This is an optimization exercise on Yosys and OpenROAD, whose aim is small area, not a production implementation.
The RTL was checked by simulation tests, not by an equivalence proof against the original design.
Power figures rest on the tool's default switching activity, not on a simulated workload.

==> flow/design.v <==
module top (
    input  wire clk,
    input  wire rst,
    input RX,
    output TX,
    output wire oled_cs,
    output wire oled_clk,
    output wire oled_mosi,
    output wire oled_dc,
    output wire reset
);
wire rx_ready;
wire [7:0] rx_data;
uart_rx urx (
    .clk(clk),
    .rst(rst),
    .rx(RX),
    .rx_ready(rx_ready),
    .rx_data(rx_data)
);
wire tx_start, tx_go;
wire [7:0] tx_data;
wire tx_busy;
uart_tx utx (
    .clk(clk),
    .rst(rst),
    .go(tx_go),
    .tx_start(tx_start),
    .tx_data(tx_data),
    .tx(TX),
    .tx_busy(tx_busy)
);
uart_echo_unit ueu (
    .clk(clk),
    .rst(rst),
    .rx_data(rx_data),
    .rx_ready(rx_ready),
    .go(tx_go),
    .tx_start(tx_start),
    .tx_data(tx_data),
    .tx_busy(tx_busy)
);
reg [7:0] sd;
always @(posedge clk) sd <= rst ? 8'd0 : sd + 1'd1;
wire [7:0] X;
wire [6:0] Y;
wire is_init, load_xy, s1, s3, s4, color;
wire [6:0] nx;
st7735 driver (
    .clk(clk),
    .rst(rst),
    .sd(sd),
    .color(color),
    .oled_clk(oled_clk),
    .oled_mosi(oled_mosi),
    .oled_dc(oled_dc),
    .oled_cs(oled_cs),
    .reset(reset),
    .X(X),
    .Y(Y),
    .is_init(is_init),
    .load_xy(load_xy),
    .nx(nx),
    .s1(s1),
    .s3(s3),
    .s4(s4)
);
reg rndg_lock_seed;
reg seed_flag;
wire [7:0] rnd;
rnd_gen rndg (
    .clk(clk),
    .rst(rst),
    .rst_n(reset),
    .lock_seed(rndg_lock_seed),
    .seed(sd),
    .rnd(rnd)
);
always @(posedge clk) begin
    if (rst || ~reset)
        seed_flag <= 0;
    else if (rx_data != 0)
        seed_flag <= 1;
end
always @(posedge clk)
    rndg_lock_seed <= reset && rx_data != 0 && ~seed_flag;
display_buf_updater dbu (
    .clk(clk),
    .rst(rst),
    .rst_n(reset),
    .ux(X),
    .uy(Y),
    .is_init(is_init),
    .load_xy(load_xy),
    .nx(nx),
    .s1(s1),
    .s3(s3),
    .s4(s4),
    .color(color),
    .rnd(rnd),
    .rx_ready(rx_ready)
);
endmodule
module st7735 (
    input  wire       clk,
    input  wire       rst,
    input  wire [7:0] sd,           
    input  wire       color,        
    output reg        oled_clk,
    output reg        oled_mosi,
    output reg        oled_dc,
    output reg        oled_cs,
    output reg        reset,
    output reg  [7:0] X,
    output reg  [6:0] Y,
    output reg        is_init,
    output wire       load_xy,      
    output wire [6:0] nx,
    output wire       s1,           
    output wire       s3,           
    output wire       s4            
);
reg [2:0] hi;
reg enable;
always @(posedge clk) begin
    if (rst) begin
        hi <= 0;
        reset <= 0;
        enable <= 0;
    end else begin
        if (sd == 8'hff && hi != 3'd7) hi <= hi + 1'd1;
        if (hi == 3'd4 && sd == 8'd0) reset <= 1;
        if (hi == 3'd7 && sd == 8'd128) enable <= 1;
    end
end
reg c;
always @(posedge clk) begin
    if (rst) begin
        c <= 0;
        oled_clk <= 1;
    end else begin
        c <= enable & ~c;
        oled_clk <= oled_clk ^ c;
    end
end
wire tick = ~c & ~oled_clk;
wire ph1  =  c & ~oled_clk;
wire ph2  = ~c &  oled_clk;
wire ph3  =  c &  oled_clk;
localparam S_CMD = 3'd0, S_WAIT = 3'd1, S_INIT = 3'd2, S_WPIX = 3'd3, S_FRAME = 3'd4;
reg [2:0] state;
reg [3:0] pos;
reg [5:0] cmd;
wire [7:0] cmd_byte =
    ({8{cmd == 6'd0}} & 8'h01) |
    ({8{cmd == 6'd1}} & 8'h11) |
    ({8{cmd == 6'd2}} & 8'hb4) |
    ({8{cmd == 6'd3}} & 8'h07) |
    ({8{cmd == 6'd4}} & 8'hC0) |
    ({8{cmd == 6'd5}} & 8'hA2) |
    ({8{cmd == 6'd6}} & 8'h02) |
    ({8{cmd == 6'd7}} & 8'h84) |
    ({8{cmd == 6'd8}} & 8'hC3) |
    ({8{cmd == 6'd9}} & 8'h8A) |
    ({8{cmd == 6'd10}} & 8'h2A) |
    ({8{cmd == 6'd11}} & 8'hC4) |
    ({8{cmd == 6'd12}} & 8'h8A) |
    ({8{cmd == 6'd13}} & 8'hEE) |
    ({8{cmd == 6'd14}} & 8'hC5) |
    ({8{cmd == 6'd15}} & 8'h0E) |
    ({8{cmd == 6'd16}} & 8'h21) |
    ({8{cmd == 6'd17}} & 8'h36) |
    ({8{cmd == 6'd18}} & 8'hC8) |
    ({8{cmd == 6'd19}} & 8'h3A) |
    ({8{cmd == 6'd20}} & 8'h05) |
    ({8{cmd == 6'd21}} & 8'h2A) |
    ({8{cmd == 6'd23}} & 8'h1A) |
    ({8{cmd == 6'd25}} & 8'h6A) |
    ({8{cmd == 6'd26}} & 8'h2B) |
    ({8{cmd == 6'd28}} & 8'h01) |
    ({8{cmd == 6'd30}} & 8'hA1) |
    ({8{cmd == 6'd31}} & 8'h13) |
    ({8{cmd == 6'd32}} & 8'h29) |
    ({8{cmd == 6'd33}} & 8'h2C) |
    ({8{cmd == 6'd35}} & 8'h2C);
reg is_param;
reg is_wait;
reg [7:0] wait_start;    
always @(*) begin
    case (cmd)
    3, 5, 6, 7, 9, 10, 12, 13, 15, 18, 20, 22, 23, 24, 25, 27, 28, 29, 30: is_param = 1'b1;
    default: is_param = 1'b0;
    endcase
    is_wait = (cmd == 0) || (cmd == 1) || (cmd == 31) || (cmd == 33);
    case (cmd[1:0])
    2'd0: wait_start = 8'd255 - 8'd81;
    2'd1: wait_start = (cmd[5]) ? 8'd255 - 8'd48 : 8'd255 - 8'd244;
    default: wait_start = 8'd255 - 8'd4;
    endcase
end
wire y_end = (Y == 7'd80);
wire x_end = (X == 8'd159);
assign load_xy = ph2 && state == S_WPIX && pos == 4'd15;
wire [7:0] x_inc = X + 1'd1;
wire [7:0] nx8 = y_end ? ((x_end && is_init) ? 8'd0 : x_inc) : X;
wire init_step = tick && state == S_INIT && pos == 4'd0 && X != 8'd160;
assign nx = nx8[6:0];
assign s1 = ph3 && state == S_WPIX && pos == 4'd15 && !y_end;
assign s3 = ph1 && state == S_WPIX && pos == 4'd14 && !y_end;
assign s4 = ph2 && state == S_WPIX && pos == 4'd14 && !y_end;
always @(posedge clk) begin
    if (rst) begin
        oled_mosi <= 0;
        oled_dc <= 0;
        oled_cs <= 1;
        pos <= 7;
        X <= 0;
        Y <= 0;
        is_init <= 0;
        state <= S_CMD;
        cmd <= 0;
    end else begin
        if (tick) begin
            oled_dc <= 0;
            oled_cs <= 1;
            pos <= pos - 1'd1;
            case (state)
            S_CMD: begin
                oled_mosi <= pos[3] ? 1'b0 : cmd_byte[pos[2:0]];
                oled_cs <= 0;
                if (pos == 0) begin
                    pos <= 7;
                    if (is_wait) begin
                        state <= S_WAIT;
                        X <= wait_start;
                    end else if (is_param) begin
                        cmd <= (cmd == 6'd30 && is_init) ? 6'd35 : cmd + 1'd1;
                        oled_dc <= 1;
                    end else if (cmd == 6'd35) begin
                        state <= is_init ? S_WPIX : S_INIT;
                        pos <= 15;
                    end else begin
                        cmd <= cmd + 1'd1;
                    end
                end
            end
            S_WAIT: begin
                X <= x_inc;             
                if (X == 8'd255) begin
                    pos <= 7;
                    state <= S_CMD;
                    cmd <= cmd + 1'd1;
                end
            end
            S_INIT: begin
                oled_cs <= 0;
                oled_dc <= 1;
                oled_mosi <= 0;
                if (pos == 0) begin
                    pos <= 15;
                    if (X == 8'd160) begin
                        X <= 8'd159;
                        Y <= 7'd80;
                        state <= S_CMD;
                        cmd <= 23;
                        is_init <= 1;
                    end
                end
            end
            S_WPIX: begin
                if (y_end || pos == 4'd13) begin
                    state <= S_FRAME;
                    pos <= 15;
                end
            end
            default: begin  
                oled_cs <= 0;
                oled_dc <= 1;
                oled_mosi <= color;
                if (pos == 0) begin
                    pos <= 15;
                    if (x_end && y_end) begin
                        state <= S_CMD;
                        cmd <= 35;
                    end else begin
                        state <= S_WPIX;
                    end
                end
            end
            endcase
        end
        if (load_xy || init_step) begin
            X <= nx8;
            Y <= y_end ? 7'd0 : Y + 1'd1;
        end
    end
end
endmodule
module display_buf_updater (
    input  wire       clk,
    input  wire       rst,
    input  wire       rst_n,
    input  wire [7:0] ux,
    input  wire [6:0] uy,
    input  wire       is_init,
    input  wire       load_xy,
    input  wire [6:0] nx,
    input  wire       s1,
    input  wire       s3,
    input  wire       s4,
    output reg        color,
    input  wire [7:0] rnd,
    input  wire       rx_ready
);
localparam X_MAX = 160;
localparam Y_MAX = 80;
localparam DINO_X = 5;
localparam DINO_Y = 20;
localparam DINO_W = 16;
localparam DINO_H = 16;
localparam CACTUS_Y = 20;
localparam CACTUS_H = 16;
localparam CACTUS_W = 8;
localparam GROUND_H = 20;
reg        pix;             
reg        dino_pose_sel;
reg [6:0]  ground_px;
reg [8:0]  ms_cnt;          
reg [12:0] mss;
reg [2:0]  speed_idx;       
reg [6:0]  ground_dx;
reg        jump_flag;
reg [2:0]  jump_t0;
reg        cactus_flag;
reg signed [8:0] cactus_x;
reg        cactus_must_fail_flag;
reg        restart_flag;
wire ms_tick = ms_cnt[8];
wire dino_tick = &mss[7:2] && ~|mss[1:0] && ms_tick;
reg [7:0] speed_cut;
always @(*) begin
    case (speed_idx)
    3'd0: speed_cut = 8'd5;
    3'd1: speed_cut = 8'd6;
    3'd2: speed_cut = 8'd7;
    3'd3: speed_cut = 8'd9;
    3'd4: speed_cut = 8'd11;
    3'd5: speed_cut = 8'd14;
    3'd6: speed_cut = 8'd18;
    default: speed_cut = 8'd15;
    endcase
end
wire [2:0] jump_tref = mss[9:7];
wire [2:0] dys_idx = jump_tref - jump_t0;
reg  [5:0] dino_dy;
always @(*) begin
    if (jump_flag) begin
        case (dys_idx)
            0: dino_dy = 14;
            1: dino_dy = 24;
            2: dino_dy = 30;
            3: dino_dy = 32;
            4: dino_dy = 30;
            5: dino_dy = 24;
            6: dino_dy = 14;
            7: dino_dy = 0;
        endcase
    end else begin
        dino_dy = 0;
    end
end
wire dino_mask = (uy >= (DINO_Y+dino_dy) && uy < (DINO_Y+dino_dy+DINO_H)) && (ux >= DINO_X && ux < (DINO_X+DINO_W));
wire ground_mask = uy < GROUND_H;
wire cactus_mask = cactus_flag && (uy >= CACTUS_Y && uy < (CACTUS_Y+CACTUS_H)) && (ux >= cactus_x && ux < (cactus_x+CACTUS_W));
wire any_mask = cactus_mask || dino_mask || ground_mask;
wire [6:0] d_row = uy - DINO_Y - dino_dy;
wire [7:0] d_col = ux - DINO_X;
wire [6:0] c_row = uy - CACTUS_Y;
wire [8:0] c_col = ux - cactus_x;
wire g_bit, d_bit, c_bit;
bram rom (
    .g_row(uy[4:0]), .g_col(ground_px),
    .d_pose(dino_pose_sel), .d_row(d_row[3:0]), .d_col(d_col[3:0]),
    .c_row(c_row[3:0]), .c_col(c_col[2:0]),
    .g_bit(g_bit), .d_bit(d_bit), .c_bit(c_bit)
);
wire rom_bit = cactus_mask ? c_bit : dino_mask ? d_bit : g_bit;
wire restart = restart_flag && rx_ready;
wire spawn = ~cactus_flag && &rnd && &mss[11:0];
always @(posedge clk) begin
    if (rst_n && load_xy)
        ground_px <= nx + ground_dx;
    if (restart)
        ground_px <= 0;
    if (rst_n && s4)
        color <= restart_flag | pix;
    if (rx_ready && ~jump_flag)
        jump_t0 <= jump_tref;
    if (rst_n && &mss[5:0] && ms_tick)
        cactus_x <= cactus_x - speed_cut;
    if (spawn)
        cactus_x <= X_MAX - 1;
    if (spawn)
        cactus_must_fail_flag <= 1;
    if (cactus_flag && rx_ready)
        cactus_must_fail_flag <= 0;
end
always @(posedge clk) begin
  if (rst) begin
    pix <= 0;
    dino_pose_sel <= 0;
    ms_cnt <= 0;
    mss <= 0;
    speed_idx <= 0;
    ground_dx <= 0;
    jump_flag <= 0;
    cactus_flag <= 0;
    restart_flag <= 1;
  end else begin
    if (rst_n) begin
        ms_cnt <= ms_tick ? 9'd0 : ms_cnt + 1'd1;
        mss <= ms_tick ? mss + 1'd1 : mss;
        if (&mss && ms_tick)
            speed_idx <= (speed_idx == 3'd7) ? 3'd7 : speed_idx + 1'd1;
        if (&mss[5:0] && ms_tick) begin
            ground_dx <= ground_dx + speed_cut;
        end
        if (s1 && any_mask)
            pix <= rom_bit;
        if (s3 && !any_mask)
            pix <= 0;
        if (is_init && cactus_mask && dino_mask)
            restart_flag <= 1;
    end
    if (dino_tick)
        dino_pose_sel <= ~dino_pose_sel;
    if (rx_ready && ~jump_flag) begin
        jump_flag <= 1;
    end
    if (is_init && jump_flag && dys_idx == 7 && (uy == Y_MAX - 1) && (ux == X_MAX - 1))
        jump_flag <= 0;
    if (~cactus_flag && &rnd && &mss[11:0]) begin
        cactus_flag <= 1;
    end
    if (cactus_flag && cactus_x < 0) begin
        cactus_flag <= 0;
        restart_flag <= cactus_must_fail_flag;
    end
    if (restart_flag && rx_ready) begin
        ms_cnt <= 0;
        mss <= 0;
        speed_idx <= 0;
        ground_dx <= 0;
        jump_flag <= 0;
        cactus_flag <= 0;
        restart_flag <= 0;
    end
  end
end
endmodule
module bram (
    input  wire [4:0] g_row,
    input  wire [6:0] g_col,
    input  wire       d_pose,
    input  wire [3:0] d_row,
    input  wire [3:0] d_col,
    input  wire [3:0] c_row,
    input  wire [2:0] c_col,
    output reg        g_bit,
    output reg        d_bit,
    output reg        c_bit
);
always @(*) begin
    case ({g_row, g_col})
        12'd1671: g_bit = 1'b1;
        12'd1936: g_bit = 1'b1;
        12'd1987: g_bit = 1'b1;
        12'd2095: g_bit = 1'b1;
        12'd2123: g_bit = 1'b1;
        12'd2148: g_bit = 1'b1;
        12'd2169: g_bit = 1'b1;
        12'd2177: g_bit = 1'b1;
        12'd2204: g_bit = 1'b1;
        12'd2255: g_bit = 1'b1;
        12'd2283: g_bit = 1'b1;
        default: g_bit = g_row == 5'd19;
    endcase
    case ({d_pose, d_row, d_col})
        9'd4: d_bit = 1'b1;
        9'd5: d_bit = 1'b1;
        9'd20: d_bit = 1'b1;
        9'd36: d_bit = 1'b1;
        9'd37: d_bit = 1'b1;
        9'd40: d_bit = 1'b1;
        9'd41: d_bit = 1'b1;
        9'd51: d_bit = 1'b1;
        9'd52: d_bit = 1'b1;
        9'd53: d_bit = 1'b1;
        9'd54: d_bit = 1'b1;
        9'd55: d_bit = 1'b1;
        9'd56: d_bit = 1'b1;
        9'd66: d_bit = 1'b1;
        9'd67: d_bit = 1'b1;
        9'd68: d_bit = 1'b1;
        9'd69: d_bit = 1'b1;
        9'd70: d_bit = 1'b1;
        9'd71: d_bit = 1'b1;
        9'd72: d_bit = 1'b1;
        9'd73: d_bit = 1'b1;
        9'd81: d_bit = 1'b1;
        9'd82: d_bit = 1'b1;
        9'd83: d_bit = 1'b1;
        9'd84: d_bit = 1'b1;
        9'd85: d_bit = 1'b1;
        9'd86: d_bit = 1'b1;
        9'd87: d_bit = 1'b1;
        9'd88: d_bit = 1'b1;
        9'd89: d_bit = 1'b1;
        9'd90: d_bit = 1'b1;
        9'd97: d_bit = 1'b1;
        9'd98: d_bit = 1'b1;
        9'd99: d_bit = 1'b1;
        9'd100: d_bit = 1'b1;
        9'd101: d_bit = 1'b1;
        9'd102: d_bit = 1'b1;
        9'd103: d_bit = 1'b1;
        9'd104: d_bit = 1'b1;
        9'd105: d_bit = 1'b1;
        9'd106: d_bit = 1'b1;
        9'd108: d_bit = 1'b1;
        9'd112: d_bit = 1'b1;
        9'd113: d_bit = 1'b1;
        9'd114: d_bit = 1'b1;
        9'd115: d_bit = 1'b1;
        9'd116: d_bit = 1'b1;
        9'd117: d_bit = 1'b1;
        9'd118: d_bit = 1'b1;
        9'd119: d_bit = 1'b1;
        9'd120: d_bit = 1'b1;
        9'd121: d_bit = 1'b1;
        9'd122: d_bit = 1'b1;
        9'd123: d_bit = 1'b1;
        9'd124: d_bit = 1'b1;
        9'd128: d_bit = 1'b1;
        9'd129: d_bit = 1'b1;
        9'd133: d_bit = 1'b1;
        9'd134: d_bit = 1'b1;
        9'd135: d_bit = 1'b1;
        9'd136: d_bit = 1'b1;
        9'd137: d_bit = 1'b1;
        9'd138: d_bit = 1'b1;
        9'd144: d_bit = 1'b1;
        9'd151: d_bit = 1'b1;
        9'd152: d_bit = 1'b1;
        9'd153: d_bit = 1'b1;
        9'd154: d_bit = 1'b1;
        9'd160: d_bit = 1'b1;
        9'd168: d_bit = 1'b1;
        9'd169: d_bit = 1'b1;
        9'd170: d_bit = 1'b1;
        9'd171: d_bit = 1'b1;
        9'd172: d_bit = 1'b1;
        9'd173: d_bit = 1'b1;
        9'd174: d_bit = 1'b1;
        9'd184: d_bit = 1'b1;
        9'd185: d_bit = 1'b1;
        9'd186: d_bit = 1'b1;
        9'd187: d_bit = 1'b1;
        9'd200: d_bit = 1'b1;
        9'd201: d_bit = 1'b1;
        9'd202: d_bit = 1'b1;
        9'd203: d_bit = 1'b1;
        9'd204: d_bit = 1'b1;
        9'd205: d_bit = 1'b1;
        9'd206: d_bit = 1'b1;
        9'd207: d_bit = 1'b1;
        9'd216: d_bit = 1'b1;
        9'd217: d_bit = 1'b1;
        9'd218: d_bit = 1'b1;
        9'd219: d_bit = 1'b1;
        9'd220: d_bit = 1'b1;
        9'd221: d_bit = 1'b1;
        9'd222: d_bit = 1'b1;
        9'd223: d_bit = 1'b1;
        9'd232: d_bit = 1'b1;
        9'd233: d_bit = 1'b1;
        9'd235: d_bit = 1'b1;
        9'd236: d_bit = 1'b1;
        9'd237: d_bit = 1'b1;
        9'd238: d_bit = 1'b1;
        9'd239: d_bit = 1'b1;
        9'd249: d_bit = 1'b1;
        9'd250: d_bit = 1'b1;
        9'd251: d_bit = 1'b1;
        9'd252: d_bit = 1'b1;
        9'd253: d_bit = 1'b1;
        9'd254: d_bit = 1'b1;
        9'd264: d_bit = 1'b1;
        9'd265: d_bit = 1'b1;
        9'd280: d_bit = 1'b1;
        9'd292: d_bit = 1'b1;
        9'd293: d_bit = 1'b1;
        9'd295: d_bit = 1'b1;
        9'd296: d_bit = 1'b1;
        9'd307: d_bit = 1'b1;
        9'd308: d_bit = 1'b1;
        9'd309: d_bit = 1'b1;
        9'd310: d_bit = 1'b1;
        9'd311: d_bit = 1'b1;
        9'd312: d_bit = 1'b1;
        9'd322: d_bit = 1'b1;
        9'd323: d_bit = 1'b1;
        9'd324: d_bit = 1'b1;
        9'd325: d_bit = 1'b1;
        9'd326: d_bit = 1'b1;
        9'd327: d_bit = 1'b1;
        9'd328: d_bit = 1'b1;
        9'd329: d_bit = 1'b1;
        9'd337: d_bit = 1'b1;
        9'd338: d_bit = 1'b1;
        9'd339: d_bit = 1'b1;
        9'd340: d_bit = 1'b1;
        9'd341: d_bit = 1'b1;
        9'd342: d_bit = 1'b1;
        9'd343: d_bit = 1'b1;
        9'd344: d_bit = 1'b1;
        9'd345: d_bit = 1'b1;
        9'd346: d_bit = 1'b1;
        9'd353: d_bit = 1'b1;
        9'd354: d_bit = 1'b1;
        9'd355: d_bit = 1'b1;
        9'd356: d_bit = 1'b1;
        9'd357: d_bit = 1'b1;
        9'd358: d_bit = 1'b1;
        9'd359: d_bit = 1'b1;
        9'd360: d_bit = 1'b1;
        9'd361: d_bit = 1'b1;
        9'd362: d_bit = 1'b1;
        9'd364: d_bit = 1'b1;
        9'd368: d_bit = 1'b1;
        9'd369: d_bit = 1'b1;
        9'd370: d_bit = 1'b1;
        9'd371: d_bit = 1'b1;
        9'd372: d_bit = 1'b1;
        9'd373: d_bit = 1'b1;
        9'd374: d_bit = 1'b1;
        9'd375: d_bit = 1'b1;
        9'd376: d_bit = 1'b1;
        9'd377: d_bit = 1'b1;
        9'd378: d_bit = 1'b1;
        9'd379: d_bit = 1'b1;
        9'd380: d_bit = 1'b1;
        9'd384: d_bit = 1'b1;
        9'd385: d_bit = 1'b1;
        9'd389: d_bit = 1'b1;
        9'd390: d_bit = 1'b1;
        9'd391: d_bit = 1'b1;
        9'd392: d_bit = 1'b1;
        9'd393: d_bit = 1'b1;
        9'd394: d_bit = 1'b1;
        9'd400: d_bit = 1'b1;
        9'd407: d_bit = 1'b1;
        9'd408: d_bit = 1'b1;
        9'd409: d_bit = 1'b1;
        9'd410: d_bit = 1'b1;
        9'd416: d_bit = 1'b1;
        9'd424: d_bit = 1'b1;
        9'd425: d_bit = 1'b1;
        9'd426: d_bit = 1'b1;
        9'd427: d_bit = 1'b1;
        9'd428: d_bit = 1'b1;
        9'd429: d_bit = 1'b1;
        9'd430: d_bit = 1'b1;
        9'd440: d_bit = 1'b1;
        9'd441: d_bit = 1'b1;
        9'd442: d_bit = 1'b1;
        9'd443: d_bit = 1'b1;
        9'd456: d_bit = 1'b1;
        9'd457: d_bit = 1'b1;
        9'd458: d_bit = 1'b1;
        9'd459: d_bit = 1'b1;
        9'd460: d_bit = 1'b1;
        9'd461: d_bit = 1'b1;
        9'd462: d_bit = 1'b1;
        9'd463: d_bit = 1'b1;
        9'd472: d_bit = 1'b1;
        9'd473: d_bit = 1'b1;
        9'd474: d_bit = 1'b1;
        9'd475: d_bit = 1'b1;
        9'd476: d_bit = 1'b1;
        9'd477: d_bit = 1'b1;
        9'd478: d_bit = 1'b1;
        9'd479: d_bit = 1'b1;
        9'd488: d_bit = 1'b1;
        9'd489: d_bit = 1'b1;
        9'd491: d_bit = 1'b1;
        9'd492: d_bit = 1'b1;
        9'd493: d_bit = 1'b1;
        9'd494: d_bit = 1'b1;
        9'd495: d_bit = 1'b1;
        9'd505: d_bit = 1'b1;
        9'd506: d_bit = 1'b1;
        9'd507: d_bit = 1'b1;
        9'd508: d_bit = 1'b1;
        9'd509: d_bit = 1'b1;
        9'd510: d_bit = 1'b1;
        default: d_bit = 1'b0;
    endcase
    case ({c_row, c_col})
        7'd3: c_bit = 1'b1;
        7'd4: c_bit = 1'b1;
        7'd11: c_bit = 1'b1;
        7'd12: c_bit = 1'b1;
        7'd19: c_bit = 1'b1;
        7'd20: c_bit = 1'b1;
        7'd27: c_bit = 1'b1;
        7'd28: c_bit = 1'b1;
        7'd35: c_bit = 1'b1;
        7'd36: c_bit = 1'b1;
        7'd41: c_bit = 1'b1;
        7'd42: c_bit = 1'b1;
        7'd43: c_bit = 1'b1;
        7'd44: c_bit = 1'b1;
        7'd48: c_bit = 1'b1;
        7'd49: c_bit = 1'b1;
        7'd50: c_bit = 1'b1;
        7'd51: c_bit = 1'b1;
        7'd52: c_bit = 1'b1;
        7'd53: c_bit = 1'b1;
        7'd54: c_bit = 1'b1;
        7'd56: c_bit = 1'b1;
        7'd57: c_bit = 1'b1;
        7'd59: c_bit = 1'b1;
        7'd60: c_bit = 1'b1;
        7'd61: c_bit = 1'b1;
        7'd62: c_bit = 1'b1;
        7'd63: c_bit = 1'b1;
        7'd64: c_bit = 1'b1;
        7'd65: c_bit = 1'b1;
        7'd67: c_bit = 1'b1;
        7'd68: c_bit = 1'b1;
        7'd70: c_bit = 1'b1;
        7'd71: c_bit = 1'b1;
        7'd72: c_bit = 1'b1;
        7'd73: c_bit = 1'b1;
        7'd75: c_bit = 1'b1;
        7'd76: c_bit = 1'b1;
        7'd78: c_bit = 1'b1;
        7'd79: c_bit = 1'b1;
        7'd80: c_bit = 1'b1;
        7'd81: c_bit = 1'b1;
        7'd83: c_bit = 1'b1;
        7'd84: c_bit = 1'b1;
        7'd86: c_bit = 1'b1;
        7'd87: c_bit = 1'b1;
        7'd88: c_bit = 1'b1;
        7'd89: c_bit = 1'b1;
        7'd91: c_bit = 1'b1;
        7'd92: c_bit = 1'b1;
        7'd94: c_bit = 1'b1;
        7'd95: c_bit = 1'b1;
        7'd96: c_bit = 1'b1;
        7'd97: c_bit = 1'b1;
        7'd99: c_bit = 1'b1;
        7'd100: c_bit = 1'b1;
        7'd102: c_bit = 1'b1;
        7'd103: c_bit = 1'b1;
        7'd104: c_bit = 1'b1;
        7'd105: c_bit = 1'b1;
        7'd107: c_bit = 1'b1;
        7'd108: c_bit = 1'b1;
        7'd110: c_bit = 1'b1;
        7'd111: c_bit = 1'b1;
        7'd112: c_bit = 1'b1;
        7'd113: c_bit = 1'b1;
        7'd115: c_bit = 1'b1;
        7'd116: c_bit = 1'b1;
        7'd120: c_bit = 1'b1;
        7'd121: c_bit = 1'b1;
        7'd123: c_bit = 1'b1;
        7'd124: c_bit = 1'b1;
        default: c_bit = 1'b0;
    endcase
end
endmodule
module rnd_gen (
    input  wire       clk,
    input  wire       rst,
    input  wire       rst_n,
    input  wire       lock_seed,
    input  wire [7:0] seed,
    output reg  [7:0] rnd
);
wire [7:0] seed_nz = (seed == 8'd0) ? 8'd1 : seed;
always @(posedge clk) begin
    if (!rst_n || lock_seed)
        rnd <= seed_nz;
    else
        rnd <= rnd[0] ? ((rnd >> 1) ^ 8'hB8) : (rnd >> 1);
end
endmodule
module uart_echo_unit (
    input  wire       clk,
    input  wire       rst,
    input  wire [7:0] rx_data,
    input  wire       rx_ready,
    output wire       go,
    input  wire       tx_start,
    output reg  [7:0] tx_data,
    input  wire       tx_busy
);
reg [7:0] rbuf [0:3];
reg [2:0] _b;
reg [2:0] _e;
wire       rx_empty  = _b == _e;
wire [7:0] rbuf_data = rbuf[_b[1:0]];
localparam
    S_R         = 3'd0,
    S_T_slash_n = 3'd1,
    S_T_back1   = 3'd2,
    S_T_back2   = 3'd3,
    S_T_last    = 3'd4;
reg [2:0] ctrl_S;
reg [7:0] line_len;
wire step = ~tx_start && ~tx_busy;
assign go = step && start;
wire is_nl  = rbuf_data == 8'h0A || rbuf_data == 8'h0D;
wire is_bs  = rbuf_data == 8'h08;
wire is_esc = rbuf_data == 8'h1B;
reg       start;
reg [7:0] data;
always @(*) begin
    start = 1'b0;
    data = rbuf_data;
    case (ctrl_S)
        S_R: begin
            start = ~rx_empty && (is_nl || (is_bs && line_len != 0) || (!is_bs && !is_esc));
            data = is_nl ? 8'h0A : rbuf_data;
        end
        S_T_slash_n: begin start = 1'b1; data = 8'h0D; end
        S_T_back1:   begin start = 1'b1; data = 8'h20; end
        S_T_back2:   begin start = 1'b1; data = 8'h08; end
        default: ;
    endcase
end
always @(posedge clk) begin
    if (rx_ready)
        rbuf[_e[1:0]] <= rx_data;
end
always @(posedge clk) begin
    if (step && start)
        tx_data <= data;
end
always @(posedge clk) begin
    if (rst) begin
        _b <= 0;
        _e <= 0;
        ctrl_S <= S_R;
        line_len <= 0;
    end else begin
        if (!rx_empty && ctrl_S == S_R)
            _b <= _b + 1'd1;
        if (rx_ready)
            _e <= _e + 1'd1;
        if (step) begin
            case (ctrl_S)
                S_R: if (~rx_empty) begin
                    if (is_nl) begin
                        line_len <= 0;
                        ctrl_S <= S_T_slash_n;
                    end else if (is_bs) begin
                        if (line_len != 0) begin
                            line_len <= line_len - 1'd1;
                            ctrl_S <= S_T_back1;
                        end
                    end else if (!is_esc) begin
                        line_len <= line_len + 1'd1;
                        ctrl_S <= S_T_last;
                    end
                end
                S_T_slash_n: ctrl_S <= S_R;
                S_T_back1:   ctrl_S <= S_T_back2;
                S_T_back2:   ctrl_S <= S_T_last;
                default:     ctrl_S <= S_R;
            endcase
        end
    end
end
endmodule
module uart_rx (
    input  wire       clk,
    input  wire       rst,
    input  wire       rx,
    output reg        rx_ready,
    output reg  [7:0] rx_data
);
localparam
    IDLE      = 4'b0000,
    BIT_START = 4'b0001,
    BIT_STOP  = 4'b0010;
reg [3:0] rx_state;
reg [2:0] os_cnt;
reg [1:0] rx_sync;
reg [1:0] filter_cnt;
reg       rx_bit;
wire os_tick;
baud_tick_gen tickgen (.clk(clk), .rst(rst), .tick(os_tick));
wire sample_now = os_tick && (os_cnt == 3'd3);
always @(posedge clk)
    if (os_tick)
        os_cnt <= (rx_state == IDLE) ? 3'd0 : os_cnt + 1'd1;
always @(posedge clk) begin
    if (rst) begin
        rx_state <= IDLE;
        rx_sync <= 2'b11;
        filter_cnt <= 2'b11;
        rx_bit <= 1'b1;
        rx_data <= 0;
        rx_ready <= 0;
    end else begin
        if (os_tick) begin
            rx_sync <= {rx_sync[0], rx};
            if (rx_sync[1] && filter_cnt != 2'b11)
                filter_cnt <= filter_cnt + 1'd1;
            if (!rx_sync[1] && filter_cnt != 2'b00)
                filter_cnt <= filter_cnt - 1'd1;
            if (filter_cnt == 2'b11)
                rx_bit <= 1'b1;
            else if (filter_cnt == 2'b00)
                rx_bit <= 1'b0;
        end
        case (rx_state)
            IDLE:      if (~rx_bit) rx_state <= BIT_START;
            BIT_START: if (sample_now) rx_state <= 4'b1000;
            BIT_STOP:  if (sample_now) rx_state <= IDLE;
            default:   if (sample_now) rx_state <= (rx_state == 4'b1111) ? BIT_STOP : rx_state + 1'd1;
        endcase
        if (sample_now && rx_state[3])
            rx_data <= {rx_bit, rx_data[7:1]};
        rx_ready <= sample_now && (rx_state == BIT_STOP) && rx_bit;
    end
end
endmodule
module uart_tx (
    input  wire       clk,
    input  wire       rst,
    input  wire       go,           
    output wire       tx_start,     
    input  wire [7:0] tx_data,
    output wire       tx,
    output wire       tx_busy
);
localparam
    IDLE      = 4'b0000,
    PRE       = 4'b0001,
    BIT_START = 4'b0100,
    BIT_STOP  = 4'b0010;
reg [3:0] tx_state;
reg [6:0] bit_cnt;
function [6:0] bc_step(input [6:0] v);
    bc_step = {v[5:0], ~(v[6] ^ v[5])};
endfunction
function [6:0] bc_after(input integer n);
    integer k;
    begin
        bc_after = 7'd0;
        for (k = 0; k < n; k = k + 1) bc_after = bc_step(bc_after);
    end
endfunction
localparam [6:0] BC_ONE  = bc_after(1);
localparam [6:0] BC_LAST = bc_after(104);
wire bit_tick = (bit_cnt == BC_LAST);
assign tx_start = tx_state == PRE;
assign tx_busy = tx_state != IDLE && tx_state != PRE;
assign tx = (tx_state < 4) | (tx_state[3] & tx_data[tx_state[2:0]]);
always @(posedge clk)
    bit_cnt <= !tx_busy ? 7'd0 : bit_tick ? BC_ONE : bc_step(bit_cnt);
always @(posedge clk) begin
    if (rst) begin
        tx_state <= IDLE;
    end else begin
        case (tx_state)
            IDLE:      if (go) tx_state <= PRE;
            PRE:       tx_state <= BIT_START;
            BIT_START: if (bit_tick) tx_state <= 4'b1000;
            BIT_STOP:  if (bit_tick) tx_state <= IDLE;
            default:   if (bit_tick) tx_state <= (tx_state == 4'b1111) ? BIT_STOP : tx_state + 1'd1;
        endcase
    end
end
endmodule
module baud_tick_gen (
    input  wire clk,
    input  wire rst,
    output wire tick
);
reg [15:0] acc;
assign tick = acc[15];
always @(posedge clk) begin
    if (rst)
        acc <= 16'd0;
    else
        acc <= {1'b0, acc[14:0]} + 16'd2517;
end
endmodule
==> flow/flow/run.sh <==
#!/bin/bash
# Standard ORFS flow with three changes:
#  - after synthesis, the combinational logic of the standard netlist is
#    re-mapped by ABC for area (flip-flops, their instance names and the nets
#    they drive are left as they are); ABC's deepsyn runs from three seeds in
#    parallel and the smallest netlist is kept;
#  - CTS uses small clock buffers in small clusters, without dummy loads;
#  - ports are buffered with buf_1.
# Each tool's output goes to a log file of its own in this folder.
set -euo pipefail
HERE=$(pwd)
LIB=$FLOW_HOME/platforms/sky130hd/lib/sky130_fd_sc_hd__tt_025C_1v80.lib
RES=$HERE/orfs/results/sky130hd/top/base

export CTS_ARGS="${CTS_ARGS:--sink_clustering_enable -repair_clock_nets -dont_use_dummy_load -buf_list sky130_fd_sc_hd__clkbuf_4 -sink_clustering_size 10 -sink_clustering_max_diameter 50}"
export BUFFER_PORTS_ARGS="${BUFFER_PORTS_ARGS:--inputs -outputs -buffer_cell sky130_fd_sc_hd__buf_1}"

bash standard.sh synth > 1_standard_synth.log 2>&1

python3 flow/lib2v.py $LIB > comb_cells.v 2> lib2v.log
DU=$(grep -o 'cell ("\?sky130_fd_sc_hd__[a-z0-9_]*' $LIB | sed 's/cell ("\?//' \
     | grep -E "lpflow|probe|kapwr" | sed 's/^/-dont_use /' | tr '\n' ' ')
cp $RES/1_2_yosys.v 1_2_yosys_standard.v
T=${DEEPSYN_T:-300}
for S in 1 2 3; do
  yosys -p "read_liberty -lib $LIB; read_verilog 1_2_yosys_standard.v; hierarchy -top top; \
    techmap -map comb_cells.v; techmap; opt -purge; \
    abc -liberty $LIB $DU -script \"+strash;&get -n;&deepsyn -T $T -S $S;&put;dch;amap;topo\"; opt_clean -purge; \
    hilomap -singleton -hicell sky130_fd_sc_hd__conb_1 HI -locell sky130_fd_sc_hd__conb_1 LO; \
    splitnets; opt_clean -purge; \
    write_verilog -noattr -nohex -nodec 1_2_yosys_resyn_s$S.v; stat -liberty $LIB" > 1_resyn_yosys_s$S.log 2>&1 &
done
wait
BEST=""; BESTA=""
for S in 1 2 3; do
  A=$(grep "Chip area for module" 1_resyn_yosys_s$S.log | tail -1 | awk '{print $NF}')
  echo "seed $S area $A" >> 1_resyn_choice.log
  if [ -n "$A" ] && { [ -z "$BESTA" ] || awk "BEGIN{exit !($A < $BESTA)}"; }; then BEST=$S; BESTA=$A; fi
done
echo "kept seed $BEST ($BESTA)" >> 1_resyn_choice.log
cp 1_2_yosys_resyn_s$BEST.v 1_2_yosys_resyn.v

cp 1_2_yosys_resyn.v $RES/1_2_yosys.v
rm -f $RES/1_synth.odb
touch $RES/1_2_yosys.v
bash standard.sh synth > 1_synth_odb.log 2>&1
bash standard.sh > 2_standard_finish.log 2>&1
==> flow/flow/lib2v.py <==
#!/usr/bin/env python3
# Emit Verilog models of the combinational cells of a liberty file (for techmap).
import re, sys
lib = open(sys.argv[1]).read()
out = []
# split into cells
for m in re.finditer(r'\n\s*cell\s*\(\s*"?([\w]+)"?\s*\)\s*\{', lib):
    name = m.group(1)
    start = m.end()
    depth = 1; i = start
    while depth:
        c = lib[i]
        if c == '{': depth += 1
        elif c == '}': depth -= 1
        i += 1
    body = lib[start:i]
    if re.search(r'\b(ff|latch|statetable)\s*\(', body): continue
    pins = []
    for pm in re.finditer(r'\n\s*pin\s*\(\s*"?(\w+)"?\s*\)\s*\{', body):
        ps = pm.end(); d = 1; j = ps
        while d:
            if body[j] == '{': d += 1
            elif body[j] == '}': d -= 1
            j += 1
        pb = body[ps:j]
        dirm = re.search(r'direction\s*:\s*"?(\w+)"?', pb)
        fm = re.search(r'\bfunction\s*:\s*"([^"]*)"', pb)
        pins.append((pm.group(1), dirm.group(1) if dirm else None, fm.group(1) if fm else None))
    outs = [p for p in pins if p[1] == 'output']
    ins = [p for p in pins if p[1] == 'input']
    if len(outs) == 0 or any(o[2] is None for o in outs): continue
    ports = [p[0] for p in ins] + [o[0] for o in outs]
    out.append('module %s(%s);' % (name, ', '.join(ports)))
    for p in ins: out.append('  input %s;' % p[0])
    for o in outs:
        f = o[2].replace('!', '~').replace('+', '|')
        f = re.sub(r'\)\s+\(', ')&(', f)
        f = re.sub(r'(\w)\s+(\w)', r'\1&\2', f)
        f = re.sub(r'(\w)\s+\(', r'\1&(', f)
        f = re.sub(r'\)\s+(\w)', r')&\1', f)
        out.append('  output %s;' % o[0])
        out.append('  assign %s = %s;' % (o[0], f))
    out.append('endmodule')
print('\n'.join(out))
==> flow/standard.sh <==
#!/bin/bash
# synth_recipe.tcl (not shown) runs the flow's synth.tcl, then flattens the netlist and writes it again
# the make line also repeats each setting of config.mk as NAME=value (left out here)
make -C /OpenROAD-flow-scripts/flow DESIGN_CONFIG=/design/flow/config.mk WORK_HOME=/design/flow/orfs CLKGATE_MAP_FILE= SYNTH_SCRIPT=/design/flow/synth_recipe.tcl "${@:-finish}"
==> flow/config.mk <==
export PLATFORM = sky130hd
export DESIGN_NAME = top
export DESIGN_NICKNAME = top
export VERILOG_FILES = /design/flow/design.v
export SDC_FILE = /design/flow/constraint.sdc
export NUM_CORES = 4
export LEC_CHECK = 0
export ABC_AREA = 1
export CAP_MARGIN = 20
export CORE_MARGIN = 2
export CORE_UTILIZATION = 60
export SLEW_MARGIN = 20
==> flow/constraint.sdc <==
create_clock -name core_clock -period 10.0 [get_ports {clk}]
set_input_delay 2.0000 -clock core_clock [delete_from_list [all_inputs] [get_ports {clk}]]
set_output_delay 2.0000 -clock core_clock [all_outputs]
set_load 0.01 [all_outputs]
==> reports/summary.txt, run 1 <==
Setup crit start kind = flop
CTS tree = yes
grt total ovfl = 0
Reg area = 4935 µm²
vias in the first global route = 8561
post-layout util = 63.95%
Multi-input gate area = 4853 µm²
setup bufs post-CTS = 0
Pwr per Cell Area = 144.0 nW/µm²
Slew headroom = 33.91%
Post-Synthesis Cells = 1327
max-slew violation count = 0
Setup-failing EPs final = 0
worst-path cell chain = clkinv_1, nand2_1, o22ai_1, nor2_1, o21ai_0, nor2_1, nand4_1, nor3_1, clkinv_1, nor2_1, nand2_1, nor3_1, nand2_1, nor4_1, nor4_1, nor2_1, nor2_1, a21oi_1, nor2_1, a21oi_1, a21oi_1, a311oi_1
PortBufs = 8
Netlist Area Pre-Place = 10390 µm²
# fillers = 1578
initial antenna violation count = 1
Hold Crit Class = flop to flop
Placed Instances = 1563
Worst-path clk slew = 0.11 ns
commonest non-fill, non-tap cells in the layout = 331 x nor2_1, 176 x dfxtp_1, 162 x clkinv_1, 105 x nand2_1, 72 x o21ai_0
Die Width = 135.6 µm
most common cell after layout, fill and taps aside = nor2_1
syn_nets = 1330
status = complete, no violations
DRC = 0
CTS root buf = clkbuf_4
final non-filler cell total = 1593
die area = 18380 µm²
LEAKAGE = 3.650 nW
largest net degree at the start of global routing = 49
DR iter-0 viols = 710
Final min period = 4.315 ns
Worst VDD drop = 0.1111 mV
global-route wire length before repair = 40100 µm
Final period util = 43.15%
highest clock rate = 231.8 MHz
clk_skew = 0.04623 ns
Total Routing Usage GR = 26.25%
Crit-path slowest cell = nor3_1
total CTS buffers = 28
final instance area = 10950 µm²
critical path peak fanout = 9
Final Hold Violating Endpoints = 0
worst slew pin tran = 0.9663 ns
syn_area_per_cell = 7.830 µm²
RSZ-0062 raised after global routing = no
CTS sink count = 223
CP peak stage delay = 0.38 ns
nets@finish = 1371
Arr. time, crit path = 4.88 ns
worst endpoint required time = 10.57 ns
post-route ant nets = 0
routability cong. = 0.9461
row count = 48
hpwl dp = 17720 µm
via count = 9457
DR pass1 iterations = 5
Die Y = 135.6 µm
# IOs = 9
cell mode on critical path = nor2_1
wire length per cell = 15.06 µm
CTS resizes = 0
Hold-fix buffers, CTS = 0
total core area = 17120 µm²
Area after DPL = 10730 µm²
final WL = 23980 µm
final setup TNS = 0 ns
H-tree levels = 1
maximum clock path buffer count = 3
WS Path Type = flop to flop
Layout area overhead = 5.358%
MaxCap Viol Count = 0
Syn. warnings = 9
layout cells sized above 1 = 2.416%
Setup crit end kind = flop
Starting Density = 60.70%
Skew-Pair Late Insertion Delay = 0.64 ns
routed vias/inst = 5.937
## layer usage
| metal | vias up | wire length [µm] | track usage (%) | share of wire (%) |
|---|---|---|---|---|
| met2 | 300 | 10620 | 41.67 | 44 |
| met5 | - | 0 | 0 | 0 |
| met1 | 4270 | 11340 | 37.02 | 47 |
| li1 | 4824 | - | - | - |
| met4 | 0 | 712 | 8.912 | 3.0 |
| met3 | 63 | 1309 | 3.629 | 5.5 |
## path summary, 6_finish.rpt
check | cells past startpoint | from | slack (ns) | end
worst min-delay path | 2 | utx.bit_cnt[1] | 0.42 | utx.bit_cnt[2]
worst max-delay path | 22 | flop | 5.69 | utx.tx_state[3]
worst max register to register | 22 | flop | 5.69 | utx.tx_state[3]
worst min register to register | 2 | utx.bit_cnt[1] | 0.42 | utx.bit_cnt[2]
## report_power, final
group          total (W)  switching (W)  internal [W]
clock           0.000402       0.000274      0.000128
combinational   0.000196       0.000132     0.0000634
sequential      0.000979      0.0000237      0.000955
## registers in the layout, indices dropped and copies added (netlist names), 4 cells and up, named ones only
register         count
dbu.cactus_x         9
dbu.ground_dx        7
dbu.ground_px        7
dbu.ms_cnt           9
dbu.mss             13
driver.X             8
driver.Y             7
driver.cmd           6
driver.pos           4
rndg.rnd             8
sd                   8
ueu.line_len         8
ueu.rbuf            32
ueu.tx_data          8
urx.rx_data          8
urx.rx_state         4
urx.tickgen.acc     16
utx.bit_cnt          7
utx.tx_state         4
## stage by stage
stage                     power, W  setup WS [ns]  hold slack [ns]
after floorplan           0.001141          6.462           0.3910
after global placement    0.001189          5.932           0.4089
after detailed placement  0.001194          5.764           0.4114
after CTS                 0.001593          5.703           0.4333
after global routing      0.001655          5.086           0.4552
final                     0.001577          5.685           0.4247
## layout make-up
type | count | area share, %
Sequential cell | 223 | 45.08
Multi-Input combinational cell | 942 | 44.34
Inverter | 162 | 5.555
Tap cell | 225 | 2.572
Clock buffer | 28 | 1.920
Timing Repair Buffer | 11 | 0.4915
Antenna cell | 2 | 0.04572
## worst max-delay path: cells and delay by family (launching register included)
family          cells  cell delay, ns
simple gates       14            2.53
buf+inv             2            0.31
flops               1            0.37
compound gates      6            1.03
==> run 2: changes to the inputs <==
--- a/flow/flow/run.sh
+++ b/flow/flow/run.sh
@@ -12,7 +12,7 @@
 LIB=$FLOW_HOME/platforms/sky130hd/lib/sky130_fd_sc_hd__tt_025C_1v80.lib
 RES=$HERE/orfs/results/sky130hd/top/base
 
-export CTS_ARGS="${CTS_ARGS:--sink_clustering_enable -repair_clock_nets -dont_use_dummy_load -buf_list sky130_fd_sc_hd__clkbuf_4 -sink_clustering_size 10 -sink_clustering_max_diameter 50}"
+export CTS_ARGS="${CTS_ARGS:--sink_clustering_enable -repair_clock_nets -dont_use_dummy_load -buf_list sky130_fd_sc_hd__clkbuf_4 -sink_clustering_size 9 -sink_clustering_max_diameter 45}"
 export BUFFER_PORTS_ARGS="${BUFFER_PORTS_ARGS:--inputs -outputs -buffer_cell sky130_fd_sc_hd__buf_1}"
 
 bash standard.sh synth > 1_standard_synth.log 2>&1
@@ -21,7 +21,7 @@
 DU=$(grep -o 'cell ("\?sky130_fd_sc_hd__[a-z0-9_]*' $LIB | sed 's/cell ("\?//' \
      | grep -E "lpflow|probe|kapwr" | sed 's/^/-dont_use /' | tr '\n' ' ')
 cp $RES/1_2_yosys.v 1_2_yosys_standard.v
-T=${DEEPSYN_T:-300}
+T=${DEEPSYN_T:-150}
 for S in 1 2 3; do
   yosys -p "read_liberty -lib $LIB; read_verilog 1_2_yosys_standard.v; hierarchy -top top; \
     techmap -map comb_cells.v; techmap; opt -purge; \
==> reports/summary.txt, run 2 <==
status = complete, no violations (unchanged)
Worst VDD drop = 0.1102 mV (was 0.1111 mV)
row count = 48 (unchanged)
min-delay src = urx.tickgen.acc[0] (was utx.bit_cnt[1])
Total Routing Usage GR = 27.06% (was 26.25%)
DR pass1 iterations = 5 (unchanged)
highest clock rate = 189.1 MHz (was 231.8 MHz)
grt total ovfl = 0 (unchanged)
total CTS buffers = 34 (was 28)
# IOs = 9 (unchanged)
final non-filler cell total = 1579 (was 1593)
worst endpoint required time = 10.50 ns (was 10.57 ns)
routed vias/inst = 5.985 (was 5.937)
Arr. time, crit path = 5.79 ns (was 4.88 ns)
maximum clock path buffer count = 3 (unchanged)
clk_skew = 0.07209 ns (was 0.04623 ns)
DRC = 0 (unchanged)
Final period util = 52.87% (was 43.15%)
CTS tree = yes (unchanged)
LEAKAGE = 3.713 nW (was 3.650 nW)
setup bufs post-CTS = 0 (unchanged)
Starting Density = 60.81% (was 60.70%)
Setup crit start kind = flop (unchanged)
Skew-Pair Late Insertion Delay = 0.63 ns (was 0.64 ns)
most common cell after layout, fill and taps aside = nor2_1 (unchanged)
CP peak stage delay = 0.74 ns (was 0.38 ns)
Crit-path slowest cell = o21ai_0 (was nor3_1)
Syn. warnings = 9 (unchanged)
Pwr per Cell Area = 142.3 nW/µm² (was 144.0 nW/µm²)
post-route ant nets = 0 (unchanged)
CTS root buf = clkbuf_4 (unchanged)
Worst-path clk slew = 0.09 ns (was 0.11 ns)
global-route wire length before repair = 40770 µm (was 40100 µm)
routability cong. = 0.9607 (was 0.9461)
die area = 18420 µm² (was 18380 µm²)
max-slew violation count = 0 (unchanged)
# fillers = 1551 (was 1578)
Final min period = 5.287 ns (was 4.315 ns)
Largest register FFs = 32 (unchanged)
H-tree levels = 2 (was 1)
final instance area = 11010 µm² (was 10950 µm²)
syn_nets = 1310 (was 1330)
final worst slack = 4.713 ns (was 5.685 ns)
worst-path cell chain = clkinv_1, nor2b_1, a22o_1, a221oi_1, nand4bb_1, nor2b_1, nand3_1, nor2b_1, and3_1, o22ai_1, nor4_1, nor3_1, o21ai_0, nor2_1, nand2_1, o21ai_0, nor2_1, o21ai_0, clkinv_1, a221oi_1 (was clkinv_1, nand2_1, o22ai_1, nor2_1, o21ai_0, nor2_1, nand4_1, nor3_1, clkinv_1, nor2_1, nand2_1, nor3_1, nand2_1, nor4_1, nor4_1, nor2_1, nor2_1, a21oi_1, nor2_1, a21oi_1, a21oi_1, a311oi_1)
Setup-failing EPs final = 0 (unchanged)
RSZ-0062 raised after global routing = no (unchanged)
Die Width = 135.7 µm (was 135.6 µm)
Hold Crit Class = flop to flop (unchanged)
Setup crit end kind = flop (unchanged)
Hold-fix buffers, CTS = 0 (unchanged)
Slew headroom = 35.18% (was 33.91%)
via count = 9450 (was 9457)
PortBufs = 8 (unchanged)
Area after DPL = 10750 µm² (was 10730 µm²)
Layout area overhead = 5.806% (was 5.358%)
Die Y = 135.7 µm (was 135.6 µm)
Placed Instances = 1543 (was 1563)
wire length per cell = 15.39 µm (was 15.06 µm)
DR iter-0 viols = 600 (was 710)
total core area = 17120 µm² (unchanged)
hold slack final = 0.4318 ns (was 0.4247 ns)
CP delay by family, top = simple AND/OR/NAND/NOR gates (unchanged)
critical path peak fanout = 10 (was 9)
WS Path Type = flop to flop (unchanged)
final setup TNS = 0 ns (unchanged)
initial antenna violation count = 1 (unchanged)
vias in the first global route = 8587 (was 8561)
largest net degree at the start of global routing = 59 (was 49)
Netlist Area Pre-Place = 10410 µm² (was 10390 µm²)
Post-Synthesis Cells = 1307 (was 1327)
layout cells sized above 1 = 2.956% (was 2.416%)
final WL = 24300 µm (was 23980 µm)
Final Hold Violating Endpoints = 0 (unchanged)
hpwl dp = 17550 µm (was 17720 µm)
MaxCap Viol Count = 0 (unchanged)
worst slew pin tran = 0.9621 ns (was 0.9663 ns)
CTS resizes = 0 (unchanged)
syn_area_per_cell = 7.964 µm² (was 7.830 µm²)
Setup WS pre-CTS = 4.751 ns (was 5.764 ns)
commonest non-fill, non-tap cells in the layout = 313 x nor2_1, 176 x dfxtp_1, 166 x clkinv_1, 93 x nand2_1, 75 x nor3_1 (was 331 x nor2_1, 176 x dfxtp_1, 162 x clkinv_1, 105 x nand2_1, 72 x o21ai_0)
CTS sink count = 223 (unchanged)
Critical path buffers and inverters = 2 (unchanged)
nets@finish = 1358 (was 1371)
[run 2: metal layers]
metal  track usage [%]  part of all wire, %  vias to the layer above
met4             8.275                  2.0                        0
met1             37.71                   47                     4333
met5                 0                    0                        -
met3             4.003                  5.4                       43
met2             43.69                   45                      254
li1                  -                    -                     4820
[run 2: per-stage QoR]
step,util (%),total power [W]
final,64.34,0.001567
after global routing,64.34,0.001640
after CTS,64.30,0.001584
after detailed placement,62.81,0.001144
after global placement,62.81,0.001140
after floorplan,-,0.001103
[run 2: power breakdown]
group / internal, W / switching, W
clock: 0.000157 / 0.000285
combinational: 0.0000527 / 0.0000984
sequential: 0.000952 / 0.0000211
[run 2: final cells by class]
type / count / area [µm²] / share of cell area [%]
Sequential cell: 223 / 4935 / 44.81
Multi-Input combinational cell: 918 / 4857 / 44.10
Inverter: 166 / 623.1 / 5.658
Tap cell: 225 / 281.5 / 2.556
Clock buffer: 34 / 255.2 / 2.318
Timing Repair Buffer: 12 / 58.81 / 0.5340
Antenna cell: 1 / 2.502 / 0.02272
[run 2: final timing paths]
path                         to  slack [ns]  depth (start not counted)
max             ueu.line_len[3]        4.71                         20
min          urx.tickgen.acc[0]        0.43                          1
max reg2reg     ueu.line_len[3]        4.71                         20
min reg2reg  urx.tickgen.acc[0]        0.43                          1

re-timing with driven ports:
In the flow no input, the clock included, has a driving cell. The finished layouts below were timed again as built, in two steps.
Step 1 sets driving cells, clkbuf_16 on the clock port and buf_2 on the other inputs (assumed; they add their load-dependent delay and slew).
Step 2 adds t to the input delays and takes it off the output delays; t is the mean of the earliest and latest rising clock arrival at the registers after step 1. Input paths then give back, and output paths get back, about the clock's delay inside the block.
Slacks: no drivers / after step 1 / after step 2; pairs: no drivers / after step 1.
run | t (ns) | setup slack, ns | worst slew at a driven data input, ns
run 1 | 0.662 | 5.685 / 5.685 / 5.685 | 0.03
run 2 | 0.630 | 4.713 / 4.713 / 4.713 | 0.03
After both steps setup and hold are still met in every run listed.
